Context: an optimization exercise on an open-source flow, tuned for small area. The choices shown serve that exercise and are no tape-out recipe.
RTL that was checked went through simulation tests only; none was proved equivalent to the original.
The clock port is modelled as an ideal driver; clocking choices that lean on that would not hold on a real chip.
Power figures rest on the tool's default switching activity, not on a simulated workload.

## job 3392
## axi_gpio_top
module axi_gpio_top(  
  input ACLK,
  input ARESETn,
  input        AWVALID,
  output       AWREADY,
  input [31:0] AWADDR,
  input [2 :0] AWPROT,
  input        WVALID,
  output       WREADY,
  input [31:0] WDATA,
  input [3 :0] WSTRB,  
  output       BVALID,
  input        BREADY,
  output[1 :0] BRESP,
  input        ARVALID,
  output       ARREADY,
  input [31:0] ARADDR,
  input [2 :0] ARPROT,
  output       RVALID,
  input        RREADY,
  output[31:0] RDATA,
  output[1 :0] RRESP,
  output [7:0] led,      
  input  [7:0] switch,   
  input  [4:0] button,    
  output interrupt
);
Size in the first run: ~180 I/O pins, about 16000 um2 of cells after synthesis.
clock: 10.0 ns
lec_check: 0
abc_area: 1
cap_margin: 20
core_margin: 2
core_utilization: 40
cts_cluster_diameter: 100
cts_cluster_size: 30
slew_margin: 20
standard.sh (not shown) runs the stock make flow with config.mk's settings and CLKGATE_MAP_FILE= SYNTH_SCRIPT=/design/flow/synth_recipe.tcl, a recipe that flattens the netlist after the stock synthesis.
==> flow/flow/run.sh <==
#!/bin/bash
# Own layout flow: the standard flow (standard.sh) with two changes:
#  - synthesis maps the logic with an area-oriented ABC script (abc_area.script
#    here) instead of ORFS's; everything else in the synthesis is unchanged,
#    so the registers are the standard synthesis's;
#  - port buffering uses sky130_fd_sc_hd__buf_1 cells.
# Each tool's full output stays in orfs/logs/; make's output goes to make.log.
set -euo pipefail
W=$(pwd)
cat > "$W/own_synth.tcl" <<EOT
proc abc {args} {
  set i [lsearch -exact \$args -script]
  if {\$i >= 0} { lset args [expr {\$i + 1}] {$W/flow/abc_area.script} }
  yosys abc {*}\$args
}
source {$W/synth_recipe.tcl}
EOT
sed -e "s#SYNTH_SCRIPT=[^ ']*#SYNTH_SCRIPT=$W/own_synth.tcl#" \
    -e "s#CLKGATE_MAP_FILE= #CLKGATE_MAP_FILE= 'BUFFER_PORTS_ARGS=-buffer_cell sky130_fd_sc_hd__buf_1' #" \
    standard.sh > own_standard.sh
grep -q own_synth.tcl own_standard.sh
grep -q BUFFER_PORTS_ARGS own_standard.sh
bash own_standard.sh > make.log 2>&1
==> flow/flow/abc_area.script <==
strash
dch
amap
topo
#### Input delta (job 8587 over job 3392)
-- flow/flow/run.sh --
<<< job 3392, line 9
W=$(pwd)
cat > "$W/own_synth.tcl" <<EOT
proc abc {args} {
  set i [lsearch -exact \$args -script]
  if {\$i >= 0} { lset args [expr {\$i + 1}] {$W/flow/abc_area.script} }
  yosys abc {*}\$args
}
source {$W/synth_recipe.tcl}
>>> job 8587, line 9
W=$(pwd)
cat > "$W/own_synth.tcl" <<EOT
rename abc my_std_abc
proc abc {args} {
  set i [lsearch -exact \$args -script]
  if {\$i >= 0} { lset args [expr {\$i + 1}] {$W/flow/abc_area.script} }
  my_std_abc {*}\$args
}
source {$W/synth_recipe.tcl}
Findings:
- What ended job 8587 was a tool error in synthesis (1_2_yosys); the run never finished.
diff inputs: job 8587 => job 3384
Settings: CTS_CLUSTER_DIAMETER no longer set, was 100; CTS_CLUSTER_SIZE no longer set, was 30.
==> flow/run.sh (new file) <==
#!/bin/bash
# synth_recipe.tcl (not shown) runs the flow's synth.tcl, then flattens the netlist and writes it again
# the make line also repeats each setting of config.mk as NAME=value (left out here)
make -C /OpenROAD-flow-scripts/flow DESIGN_CONFIG=/design/flow/config.mk WORK_HOME=/design/flow/orfs CLKGATE_MAP_FILE= SYNTH_SCRIPT=/design/flow/synth_recipe.tcl finish
removed: flow/flow/run.sh
removed: flow/flow/abc_area.script
removed: flow/standard.sh
[summary]
The flow ran to completion for all of job 3384 and job 8587 but job 8587, which stopped partway.
Relative to job 3384, the following input files were edited for job 3763:
Settings: CTS_CLUSTER_SIZE now 30, previously not set; CTS_CLUSTER_DIAMETER now 100, previously not set.
==> notes.md <==
Status | job 3384 and job 3763 | clean
Max freq job 3384 -> job 3763: degraded
Against job 3384, job 3763 comes in about 45% lower on clock power.
The standard cells in job 3763 occupy less silicon area than those in job 3384 do.
Reported for job 3384 and job 3763, residual DRC count turned out identical to the last digit.
Comparing the two runs side by side, job 3763 comes out ahead of job 3384 on maximum vdd ir drop.
There was hardly any difference in register-to-register slack between job 3384 and job 3763.
Job 3763 consumes less power than job 3384 does.
Across both runs, total wire length after detailed routing was lower for job 3763 than for job 3384.
Against job 3384, job 3763 comes in 1.6% lower on routed length on met2.
For job 4596, these inputs were changed with respect to job 3763:
Settings: changing CORE_UTILIZATION from 40 to 65.
==> flow/flow/run.sh (new file) <==
#!/bin/bash
# Own layout flow: the standard flow (standard.sh) with two changes:
#  - synthesis maps the logic with an area-oriented ABC script (abc_area.script
#    here) instead of ORFS's; everything else in the synthesis is unchanged,
#    so the registers are the standard synthesis's;
#  - port buffering uses sky130_fd_sc_hd__buf_1 cells.
# Each tool's full output stays in orfs/logs/; make's output goes to make.log.
set -euo pipefail
W=$(pwd)
cat > "$W/own_synth.tcl" <<EOT
proc abc {args} {
  set i [lsearch -exact \$args -script]
  if {\$i >= 0} { lset args [expr {\$i + 1}] {$W/flow/abc_area.script} }
  yosys abc {*}\$args
}
source {$W/synth_recipe.tcl}
EOT
sed -e "s#SYNTH_SCRIPT=[^ ']*#SYNTH_SCRIPT=$W/own_synth.tcl#" \
    -e "s#CLKGATE_MAP_FILE= #CLKGATE_MAP_FILE= 'BUFFER_PORTS_ARGS=-buffer_cell sky130_fd_sc_hd__buf_1' #" \
    standard.sh > own_standard.sh
grep -q own_synth.tcl own_standard.sh
grep -q BUFFER_PORTS_ARGS own_standard.sh
bash own_standard.sh > make.log 2>&1
==> flow/flow/abc_area.script (new file) <==
strash
dch
amap
topo
==> flow/standard.sh (new file) <==
#!/bin/bash
# synth_recipe.tcl (not shown) runs the flow's synth.tcl, then flattens the netlist and writes it again
# the make line also repeats each setting of config.mk as NAME=value (left out here)
make -C /OpenROAD-flow-scripts/flow DESIGN_CONFIG=/design/flow/config.mk WORK_HOME=/design/flow/orfs CLKGATE_MAP_FILE= SYNTH_SCRIPT=/design/flow/synth_recipe.tcl "${@:-finish}"
removed: flow/run.sh
## What came out
[compare] base=job 3763 new=job 4596: count of plain and timing-repair buffers saw an increase; worst setup slack after layout saw a decrease; wire length of the first global-routing pass saw a decrease; switching power of the nets saw an increase; die footprint saw a decrease. [compare] base=job 3763 new=job 4596: cell area now smaller; required time reported for the critical path endpoint went up by 0.17 ns; worst-margin pin slew went down. Between job 3763 and job 4596, area fraction in and, or, nand and nor cells after synthesis decreased. Every stage of the flow completed for job 4596, and the final layout passed the timing, design-rule and antenna checks.

---

Setup of ember:
Another version of the RTL of axi_gpio_top (not shown whole).
Size: about 180 I/O pins, roughly 0.015 mm2 of cells after synthesis.
Settings: LEC_CHECK=0, ABC_AREA=1, CAP_MARGIN=10, CORE_MARGIN=2, CORE_UTILIZATION=60, SLEW_MARGIN=10; clock period 10.0 ns.
==> flow/flow/run.sh <==
#!/bin/bash
# Own layout flow: the standard flow (standard.sh), with these changes:
#  - synthesis maps the logic with an area-oriented ABC script (abc_area.script
#    here) instead of ORFS's, and skips ORFS's half/full adder extraction;
#    everything else in the synthesis is unchanged, so the registers are the
#    standard synthesis's;
#  - port buffering uses sky130_fd_sc_hd__buf_1 cells;
#  - CTS clusters at most 18 flip-flops per sky130_fd_sc_hd__clkbuf_8, with no
#    dummy loads;
#  - after CTS, cells off the critical paths are sized down (post_cts.tcl).
# Each tool's full output stays in orfs/logs/; make's output goes to make.log.
set -euo pipefail
W=$(pwd)
cat > "$W/own_synth.tcl" <<EOT
proc abc {args} {
  set i [lsearch -exact \$args -script]
  if {\$i >= 0} { lset args [expr {\$i + 1}] {$W/flow/abc_area.script} }
  yosys abc {*}\$args
}
# ORFS's half/full adder extraction only hurts the area here
proc extract_fa {args} {}
source {$W/synth_recipe.tcl}
EOT
EXTRA="'BUFFER_PORTS_ARGS=-buffer_cell sky130_fd_sc_hd__buf_1'"
EXTRA+=" 'CTS_ARGS=-sink_clustering_enable -repair_clock_nets -buf_list sky130_fd_sc_hd__clkbuf_8 -sink_clustering_size 17 -sink_clustering_max_diameter 55 -dont_use_dummy_load'"
EXTRA+=" 'POST_CTS_TCL=$W/flow/post_cts.tcl'"
sed -e "s#SYNTH_SCRIPT=[^ ']*#SYNTH_SCRIPT=$W/own_synth.tcl#" \
    -e "s#CLKGATE_MAP_FILE= #CLKGATE_MAP_FILE= $EXTRA #" \
    standard.sh > own_standard.sh
grep -q own_synth.tcl own_standard.sh
grep -q POST_CTS_TCL own_standard.sh
bash own_standard.sh > make.log 2>&1
==> flow/flow/abc_area.script <==
strash
dch
amap
strash
&get -n
&dch
&nf -a -R 1000
&put
strash
dch
amap
strash
&get -n
&dch
&nf -a -R 1000
&put
==> flow/flow/post_cts.tcl <==
# size down cells on paths with slack to spare, then re-legalise
log_cmd repair_timing -recover_power 100 -setup_margin 0 -hold_margin 0 -verbose
detailed_placement
check_placement -verbose
Setup changes, ember to yarrow
-- flow/flow/run.sh --
<<< ember, line 23
EOT
EXTRA="'BUFFER_PORTS_ARGS=-buffer_cell sky130_fd_sc_hd__buf_1'"
EXTRA+=" 'CTS_ARGS=-sink_clustering_enable -repair_clock_nets -buf_list sky130_fd_sc_hd__clkbuf_8 -sink_clustering_size 17 -sink_clustering_max_diameter 55 -dont_use_dummy_load'"
EXTRA+=" 'POST_CTS_TCL=$W/flow/post_cts.tcl'"
sed -e "s#SYNTH_SCRIPT=[^ ']*#SYNTH_SCRIPT=$W/own_synth.tcl#" \
>>> yarrow, line 23
EOT
EXTRA="'BUFFER_PORTS_ARGS=-buffer_cell sky130_fd_sc_hd__buf_1'"
EXTRA+=" 'CTS_ARGS=-sink_clustering_enable -repair_clock_nets -buf_list sky130_fd_sc_hd__clkbuf_16 -sink_clustering_size 28 -sink_clustering_max_diameter 45 -dont_use_dummy_load'"
EXTRA+=" 'POST_CTS_TCL=$W/flow/post_cts.tcl'"
sed -e "s#SYNTH_SCRIPT=[^ ']*#SYNTH_SCRIPT=$W/own_synth.tcl#" \
## What came out
Total net switching power, ember and yarrow: smaller value in ember
The part of the power in registers reported for yarrow is smaller than that of ember by 7.3 points.
The core utilization number comes out lower for ember vs yarrow.
Between ember and yarrow, the highest achievable clock rate is higher for ember.
Changes observed in yarrow relative to ember: power in combinational cells saw little to no change, total via count in the routed design closely matched the old numbers.
> inputs changed (yarrow -> maple)
-- flow/flow/run.sh --
<<< yarrow, line 23
EOT
EXTRA="'BUFFER_PORTS_ARGS=-buffer_cell sky130_fd_sc_hd__buf_1'"
EXTRA+=" 'CTS_ARGS=-sink_clustering_enable -repair_clock_nets -buf_list sky130_fd_sc_hd__clkbuf_16 -sink_clustering_size 28 -sink_clustering_max_diameter 45 -dont_use_dummy_load'"
EXTRA+=" 'POST_CTS_TCL=$W/flow/post_cts.tcl'"
sed -e "s#SYNTH_SCRIPT=[^ ']*#SYNTH_SCRIPT=$W/own_synth.tcl#" \
>>> maple, line 23
EOT
EXTRA="'BUFFER_PORTS_ARGS=-buffer_cell sky130_fd_sc_hd__buf_1'"
EXTRA+=" 'CTS_ARGS=-sink_clustering_enable -repair_clock_nets -buf_list sky130_fd_sc_hd__clkbuf_8 -sink_clustering_size 15 -sink_clustering_max_diameter 60 -dont_use_dummy_load'"
EXTRA+=" 'POST_CTS_TCL=$W/flow/post_cts.tcl'"
sed -e "s#SYNTH_SCRIPT=[^ ']*#SYNTH_SCRIPT=$W/own_synth.tcl#" \
==> notes.md <==
Diff yarrow..maple | number of port buffers | unchanged. Going from yarrow to maple, total power shrank by more than 10%. Higher part of the total power dissipated in the clock network goes to yarrow over maple. As far as area after synthesis is concerned, maple and yarrow perform about the same. Compared with yarrow, maple shows a maximum frequency that is 1.2% higher. yarrow and maple ended up with nearly the same global-route track usage on met3. Comparing yarrow and maple, the higher global-route usage was measured on yarrow. The core occupancy in the finished layout in maple sits 2.2 points below the value recorded for yarrow. Going from yarrow to maple, detailed-route wire length shrank slightly.
#### Input delta (lagoon over maple)
# maple
export LEC_CHECK = 0
export ABC_AREA = 1
export CAP_MARGIN = 10
export CORE_MARGIN = 2
export CORE_UTILIZATION = 60
export SLEW_MARGIN = 10
create_clock -name core_clock -period 10.0 [get_ports {ACLK}]
# lagoon
export LEC_CHECK = 0
export ABC_AREA = 1
export CAP_MARGIN = 10
export CORE_MARGIN = 2
export CORE_UTILIZATION = 40
export SLEW_MARGIN = 10
create_clock -name core_clock -period 10.0 [get_ports {ACLK}]
-- flow/flow/run.sh --
<<< maple, line 23
EOT
EXTRA="'BUFFER_PORTS_ARGS=-buffer_cell sky130_fd_sc_hd__buf_1'"
EXTRA+=" 'CTS_ARGS=-sink_clustering_enable -repair_clock_nets -buf_list sky130_fd_sc_hd__clkbuf_8 -sink_clustering_size 15 -sink_clustering_max_diameter 60 -dont_use_dummy_load'"
EXTRA+=" 'POST_CTS_TCL=$W/flow/post_cts.tcl'"
sed -e "s#SYNTH_SCRIPT=[^ ']*#SYNTH_SCRIPT=$W/own_synth.tcl#" \
>>> lagoon, line 23
EOT
EXTRA="'BUFFER_PORTS_ARGS=-buffer_cell sky130_fd_sc_hd__buf_1'"
EXTRA+=" 'CTS_ARGS=-sink_clustering_enable -repair_clock_nets -buf_list sky130_fd_sc_hd__clkbuf_8 -sink_clustering_size 16 -sink_clustering_max_diameter 50 -dont_use_dummy_load'"
EXTRA+=" 'POST_CTS_TCL=$W/flow/post_cts.tcl'"
sed -e "s#SYNTH_SCRIPT=[^ ']*#SYNTH_SCRIPT=$W/own_synth.tcl#" \
Results
Combinational group share of total power ended up 0.4 points lower on lagoon than on maple.
Worst slack on hold paths: lagoon worse than maple
lagoon does worse than maple on total length of routed wires.
For the clock network power share, lagoon came in 1.1 points higher than maple did.
lagoon ended with more cell-internal power than maple.
Critical path depth (lagoon over maple): decrease, 9
Looking at wire length per cell across maple and lagoon, the one that comes out lower is lagoon.
No functional check of the RTL was part of any run of this note.

---

Another version of the RTL of axi_gpio_top (not shown whole).
Size in the first run: roughly 1,400 cells after synthesis, roughly 380 flip-flops, about 180 I/O pins.
clock: 10.0 ns
lec_check: 0
abc_area: 1
cap_margin: 20
core_margin: 2
core_utilization: 40
cts_cluster_diameter: 100
cts_cluster_size: 30
slew_margin: 20
==> flow/flow/run.sh <==
#!/bin/bash
# Own layout flow: the standard flow (standard.sh), with these changes:
#  - synthesis maps the logic with an area-oriented ABC script (abc_area.script
#    here) instead of ORFS's; everything else in the synthesis is unchanged,
#    so the registers are the standard synthesis's;
#  - no half/full adder extraction before mapping;
#  - port buffering uses sky130_fd_sc_hd__buf_1 cells;
#  - CTS without dummy loads;
#  - after CTS, cells off the critical paths are sized down (post_cts.tcl).
# Each tool's full output stays in orfs/logs/; make's output goes to make.log.
set -euo pipefail
W=$(pwd)
cat > "$W/own_synth.tcl" <<EOT
proc abc {args} {
  set i [lsearch -exact \$args -script]
  if {\$i >= 0} { lset args [expr {\$i + 1}] {$W/flow/abc_area.script} }
  yosys abc {*}\$args
}
# ORFS's half/full adder extraction only hurts the area here
proc extract_fa {args} {}
source {$W/synth_recipe.tcl}
EOT
EXTRA="'BUFFER_PORTS_ARGS=-buffer_cell sky130_fd_sc_hd__buf_1'"
EXTRA+=" 'CTS_ARGS=-sink_clustering_enable -repair_clock_nets -root_buf sky130_fd_sc_hd__clkbuf_16 -tree_buf sky130_fd_sc_hd__clkbuf_16 -buf_list sky130_fd_sc_hd__clkbuf_4 -sink_clustering_size 10 -sink_clustering_max_diameter 50 -dont_use_dummy_load'"
EXTRA+=" 'POST_CTS_TCL=$W/flow/post_cts.tcl'"
sed -e "s#SYNTH_SCRIPT=[^ ']*#SYNTH_SCRIPT=$W/own_synth.tcl#" \
    -e "s#CLKGATE_MAP_FILE= #CLKGATE_MAP_FILE= $EXTRA #" \
    standard.sh > own_standard.sh
grep -q own_synth.tcl own_standard.sh
grep -q POST_CTS_TCL own_standard.sh
bash own_standard.sh > make.log 2>&1
==> flow/flow/abc_area.script <==
strash
dch
amap
strash
&get -n
&dch
&nf -a -R 1000
&put
Scripts as last shown in full above: flow/flow/post_cts.tcl
Next try:
--- a/flow/flow/run.sh
+++ b/flow/flow/run.sh
@@ -24 +24 @@
-EXTRA+=" 'CTS_ARGS=-sink_clustering_enable -repair_clock_nets -root_buf sky130_fd_sc_hd__clkbuf_16 -tree_buf sky130_fd_sc_hd__clkbuf_16 -buf_list sky130_fd_sc_hd__clkbuf_4 -sink_clustering_size 10 -sink_clustering_max_diameter 50 -dont_use_dummy_load'"
+EXTRA+=" 'CTS_ARGS=-sink_clustering_enable -repair_clock_nets -buf_list sky130_fd_sc_hd__clkbuf_8 -sink_clustering_size 18 -sink_clustering_max_diameter 70 -dont_use_dummy_load'"
Wire length drops by 0.88%.
Global-route usage is lower by 0.30 points.
Die area does not change.
Setup slack improves by 71 ps.
Next try:
--- a/flow/flow/run.sh
+++ b/flow/flow/run.sh
@@ -24 +24 @@
-EXTRA+=" 'CTS_ARGS=-sink_clustering_enable -repair_clock_nets -buf_list sky130_fd_sc_hd__clkbuf_8 -sink_clustering_size 18 -sink_clustering_max_diameter 70 -dont_use_dummy_load'"
+EXTRA+=" 'CTS_ARGS=-sink_clustering_enable -repair_clock_nets -root_buf sky130_fd_sc_hd__clkbuf_16 -tree_buf sky130_fd_sc_hd__clkbuf_16 -buf_list sky130_fd_sc_hd__clkbuf_8 -sink_clustering_size 20 -sink_clustering_max_diameter 60 -dont_use_dummy_load'"
Design area is higher by 0.41%. Global-route usage barely changes. Via count barely changes. Sequential cell count is unchanged. Total power is higher by 1.7%. Clock skew is higher by 9.0 ps. Die area is unchanged. Count of clock-buffer cells in the layout is higher by 3. Final cell count hardly moves. Combinational power stays flat. Sequential power hardly moves.
Next try:
--- a/flow/flow/run.sh
+++ b/flow/flow/run.sh
@@ -6 +5,0 @@
-#  - no half/full adder extraction before mapping;
@@ -19,2 +17,0 @@
-# ORFS's half/full adder extraction only hurts the area here
-proc extract_fa {args} {}
@@ -24 +21 @@
-EXTRA+=" 'CTS_ARGS=-sink_clustering_enable -repair_clock_nets -root_buf sky130_fd_sc_hd__clkbuf_16 -tree_buf sky130_fd_sc_hd__clkbuf_16 -buf_list sky130_fd_sc_hd__clkbuf_8 -sink_clustering_size 20 -sink_clustering_max_diameter 60 -dont_use_dummy_load'"
+EXTRA+=" 'CTS_ARGS=-sink_clustering_enable -repair_clock_nets -sink_clustering_size 30 -sink_clustering_max_diameter 100 -dont_use_dummy_load'"
==> flow/flow/abc_area.script (replaced) <==
strash
dch
amap
strash
dch
amap
strash
dch
amap
topo
=> The changed run completed with no timing, DRC or antenna violations; global-route usage goes up by 2.1 points; cell area went up by 1.9%; hold slack is worse by 8.8 ps.

## port drivers added, routing unchanged
Ports are ideal in the flow. The routed layouts listed here were re-timed in OpenROAD.
Step 1: set_driving_cell puts a clkbuf_16 on ACLK and a buf_2 on each other input, an assumption about the parent block.
Step 2, shift: input delay + t, output delay - t, t = (earliest + latest rising clock arrival at the registers) / 2. This alone moves slack from input paths to output paths.
a / b / c = ideal ports / drivers / drivers and shift; a / b = the first two.
run | shift t [ns] | setup slack, ns | hold slack, ns | clock arrival spread, ns | worst slew at a driven data input, ns
job 3392 | 0.581 | 5.198 / 5.157 / 4.576 | 0.360 / 0.360 / 0.360 | 0.022 / 0.022 | 0.11
job 3384 | 0.601 | 6.187 / 6.216 / 5.615 | 0.348 / 0.348 / 0.348 | 0.016 / 0.016 | 0.05
job 3763 | 0.590 | 6.163 / 6.189 / 5.599 | 0.360 / 0.360 / 0.360 | 0.023 / 0.022 | 0.05
job 4596 | 0.571 | 5.211 / 5.223 / 4.652 | 0.359 / 0.359 / 0.359 | 0.019 / 0.018 | 0.04
ember | 0.573 | 6.409 / 6.372 / 5.906 | 0.330 / 0.330 / 0.330 | 0.042 / 0.041 | 0.07
yarrow | 0.559 | 6.339 / 6.339 / 5.915 | 0.330 / 0.330 / 0.330 | 0.051 / 0.051 | 0.07
maple | 0.575 | 6.381 / 6.338 / 5.922 | 0.337 / 0.337 / 0.337 | 0.041 / 0.042 | 0.07
lagoon | 0.585 | 6.170 / 6.189 / 5.604 | 0.327 / 0.327 / 0.327 | 0.048 / 0.048 | 0.09
the first run of note 3 | 0.570 | 5.942 / 5.920 / 5.350 | 0.343 / 0.343 / 0.343 | 0.065 / 0.064 | 0.09
the second run of note 3 | 0.647 | 6.013 / 5.993 / 5.346 | 0.315 / 0.315 / 0.315 | 0.041 / 0.041 | 0.09
the third run of note 3 | 0.585 | 5.954 / 5.940 / 5.355 | 0.343 / 0.343 / 0.343 | 0.041 / 0.040 | 0.09
the fourth run of note 3 | 0.573 | 5.361 / 5.361 / 5.224 | 0.334 / 0.334 / 0.334 | 0.067 / 0.066 | 0.09
After both steps every run listed still meets setup and hold. The setup slack of the second run of note 3, which loses most, moves by -0.020 ns with the drivers and by -0.667 ns with both steps.
